Source: an optimization exercise on an open RTL-to-GDS flow (aim: small area). Production flows keep margins and buffers that such runs may drop.
The RTL was checked by simulation tests, not by an equivalence proof against the original design.

// waveform_generator_v5
module waveform_generator_v5 #(
    parameter integer DATA_WIDTH    = 16,
    parameter integer IDX_W         = 5,
    parameter integer GAIN_W        = 8,
    parameter integer LUT_ADDR_W    = 6,
    parameter integer PHASE_W       = 16,
    parameter integer STARTUP_DELAY = 0
)(
    input  wire                   clk,
    input  wire                   rst_n,
    input  wire [31:0]            s_axis_tdata,
    input  wire                   s_axis_tvalid,
    output wire                   s_axis_tready,
    output wire                   active_bank_o,
    output wire [31:0]            m_axis_tdata,
    output wire                   m_axis_tvalid,
    input  wire                   m_axis_tready
);
Size: about 11000 cells after synthesis, ~1000 flip-flops, about 71 I/O pins.
export LEC_CHECK = 0
export ABC_AREA = 1
export ABC_CLOCK_PERIOD_IN_PS = 11000
export CAP_MARGIN = 20
export CORE_MARGIN = 2
export CORE_UTILIZATION = 50
export CTS_BUF_LIST = sky130_fd_sc_hd__clkbuf_16
export CTS_CLUSTER_DIAMETER = 150
export CTS_CLUSTER_SIZE = 30
export SLEW_MARGIN = 20
create_clock -name core_clock -period 11.0 [get_ports {clk}]
run.sh (not shown) runs the stock make flow with config.mk's settings and CLKGATE_MAP_FILE= SYNTH_SCRIPT=/design/flow/synth_recipe.tcl, a recipe that flattens the netlist after the stock synthesis.
The first run produced a clean layout.
==> next run, changes <==
Settings changed: CTS_BUF_LIST sky130_fd_sc_hd__clkbuf_16 to sky130_fd_sc_hd__clkbuf_8, CTS_CLUSTER_DIAMETER 150 to default, CTS_CLUSTER_SIZE 30 to default.
Result: The new run passed the timing, DRC and antenna checks; first-iteration DRC count goes down by 4.6%; routed wire length goes up by 0.93%.

* * *

Setup of try-nickel:
waveform_generator_v5, a different RTL version from the one above (not shown whole).
Size in the first run: about 8800 cells after synthesis, ~91000 um^2 of cells after synthesis.
clock: 11.0 ns
lec_check: 0
abc_area: 1
abc_clock_period_in_ps: 11000
cap_margin: 20
core_margin: 2
core_utilization: 50
cts_buf_list: sky130_fd_sc_hd__clkbuf_16
cts_cluster_diameter: 100
cts_cluster_size: 20
slew_margin: 20
standard.sh (not shown) runs the stock make flow with config.mk's settings and CLKGATE_MAP_FILE= SYNTH_SCRIPT=/design/flow/synth_recipe.tcl, a recipe that flattens the netlist after the stock synthesis.
==> flow/flow/run.sh <==
#!/bin/bash
# Own flow: the standard synthesis, then netlist clean-up, then the standard flow's
# standard layout from the cleaned netlist to finish.
# Clean-up (flow/fainv.py, flow/reabc.sh), repeated three times:
#  * fainv.py removes redundant inverters around full-adder cells (sky130 fa
#    is self-dual, so an adder may take complemented inputs and give
#    complemented outputs; xor2/xnor2 absorb inverted inputs);
#  * reabc.sh re-maps the remaining combinational cells with ABC for area,
#    keeping flip-flops, adder cells and tie cells as they are.
# Registers (names, count, cell types) are those of the standard synthesis.
set -euo pipefail
R=orfs/results/${FLOW_PLATFORM}/waveform_generator_v5/base
bash standard.sh synth > flow_synth.log 2>&1
cp "$R/1_2_yosys.v" net_0.v
python3 flow/fainv.py net_0.v net_1.v > fainv_1.log 2>&1
bash flow/reabc.sh net_1.v net_2.v reabc_2.log > /dev/null
python3 flow/fainv.py net_2.v net_3.v > fainv_3.log 2>&1
bash flow/reabc.sh net_3.v net_4.v reabc_4.log > /dev/null
python3 flow/fainv.py net_4.v net_5.v > fainv_5.log 2>&1
cp net_5.v "$R/1_2_yosys.v"
rm -f "$R/1_synth.odb" "$R/1_synth.sdc"
bash standard.sh > flow_finish.log 2>&1
==> flow/flow/reabc.sh <==
#!/bin/bash
# Re-map the combinational standard cells of a mapped netlist with ABC for
# area; flip-flops, adder cells (fa/ha) and tie cells are kept as they are
# (same instances, same names).  usage: reabc.sh in.v out.v log
set -euo pipefail
LIB=${FLOW_HOME}/platforms/${FLOW_PLATFORM}/lib/sky130_fd_sc_hd__tt_025C_1v80.lib
CFG=${FLOW_HOME}/platforms/${FLOW_PLATFORM}/config.mk
DU=""
for c in $(grep -o "sky130_fd_sc_hd__[a-z0-9_]*" $CFG | sort -u | grep -v "conb\|buf_4\|buf_1\|fill"); do DU="$DU -dont_use $c"; done
DU="$DU -dont_use sky130_fd_sc_hd__clkinv_* -dont_use sky130_fd_sc_hd__clkbuf_* -dont_use sky130_fd_sc_hd__clkdly* -dont_use sky130_fd_sc_hd__dly* -dont_use sky130_fd_sc_hd__probe*"
KEEP=$(grep -o "sky130_fd_sc_hd__\(fa\|ha\|df\|edf\|sdf\|conb\)[a-z0-9_]*" $1 | sort -u | tr '\n' ' ')
yosys -l $3 -p "read_liberty -ignore_miss_func $LIB; read_verilog $1; hierarchy -top ${FLOW_TOP}; setattr -mod -set keep_hierarchy 1 $KEEP; flatten; opt_clean; abc -liberty $LIB $DU -script +strash;dc2;dch,-f;map,-a;amap;topo; opt_clean -purge; select ${FLOW_TOP}; write_verilog -noattr -selected $2; tee -o /dev/null stat -liberty $LIB"
Other scripts of this flow, unchanged in this note and not shown: flow/flow/fainv.py
try-nickel finished every stage and its layout cleared the timing, DRC and antenna checks.
Input changes introduced in try-ember (baseline for comparison: try-nickel):
- CTS_CLUSTER_SIZE now 24, was 20
- SLEW_MARGIN now 10, was 20
- CAP_MARGIN now 10, was 20
- CORE_UTILIZATION now 62, was 50
- CTS_CLUSTER_DIAMETER now 120, was 100
diff --git a/flow/flow/run.sh b/flow/flow/run.sh
--- a/flow/flow/run.sh
+++ b/flow/flow/run.sh
@@ -9 +9 @@
-#    keeping flip-flops, adder cells and tie cells as they are.
+#    keeping flip-flops, full-adder cells and tie cells as they are.
diff --git a/flow/flow/reabc.sh b/flow/flow/reabc.sh
--- a/flow/flow/reabc.sh
+++ b/flow/flow/reabc.sh
@@ -4 +4 @@
-# (same instances, same names).  usage: reabc.sh in.v out.v log
+# (same instances, same names); half adders are re-mapped too.  usage: reabc.sh in.v out.v log
@@ -11 +11 @@
-KEEP=$(grep -o "sky130_fd_sc_hd__\(fa\|ha\|df\|edf\|sdf\|conb\)[a-z0-9_]*" $1 | sort -u | tr '\n' ' ')
+KEEP=$(grep -o "sky130_fd_sc_hd__\(fa\|df\|edf\|sdf\|conb\)[a-z0-9_]*" $1 | sort -u | tr '\n' ' ')
[summary]
Looking only at hold slack, and setting everything else aside, the higher value of try-nickel and try-ember goes to try-ember. Routed length per placed instance ended up 1.1% higher on try-ember than on try-nickel. The higher fraction of area in clock buffers and inverters came out of try-nickel. Between try-nickel and try-ember, pin slew with the least headroom to its limit is lower for try-nickel, try-ember comes in above that. Going from try-nickel to try-ember, number of gates resized after CTS did not really move. The more densely filled core belongs to try-ember, not try-nickel. Netlist area before placement is higher on try-nickel. try-nickel -> try-ember: routed wire length decreased by a few percent.
Changes in try-sierra relative to try-ember:
- swapping 10 for 20 in CAP_MARGIN
- swapping 10 for 20 in SLEW_MARGIN
## What came out
- Fraction of area in multi-input gates: try-sierra vs try-ember, no meaningful difference
- Clock skew: try-sierra vs try-ember up 0.020 ns
- On critical path depth: try-sierra sits above try-ember.
- Of try-sierra and try-ember, it is try-sierra that has the higher buffers plus inverters on the worst setup path.
- The run with more setup slack is try-ember; try-sierra has less.

==> static timing again, ports no longer ideal <==
In the flow no input, the clock included, has a driving cell. The finished layouts below were timed again as built, in two steps. Step 1 (the two cells are an assumption about what drives the block):
set clk [get_ports {clk}]
set_driving_cell -lib_cell sky130_fd_sc_hd__clkbuf_16 $clk
set_driving_cell -lib_cell sky130_fd_sc_hd__buf_2 [delete_from_list [all_inputs] $clk]
Step 2, shift: input delay + t, output delay - t, t = (earliest + latest rising clock arrival at the registers) / 2. This alone moves slack from input paths to output paths. Three values: ideal ports, drivers, drivers and shift; two values: the first two.
run | t, ns | slack for setup (ns) | slew at the worst register clock pin (ns) | worst slew at a driven data input, ns
the first run of note 1 | 0.806 | 1.100 / 1.100 / 1.100 | 0.12 / 0.12 | 0.05
the second run of note 1 | 1.020 | 1.180 / 1.180 / 1.180 | 0.08 / 0.08 | 0.05
try-nickel | 0.770 | 0.491 / 0.491 / 0.491 | 0.09 / 0.09 | 0.05
try-ember | 0.779 | 0.424 / 0.424 / 0.424 | 0.11 / 0.11 | 0.12
try-sierra | 0.792 | 0.394 / 0.394 / 0.394 | 0.11 / 0.11 | 0.13
After both steps setup and hold are still met in every run listed.
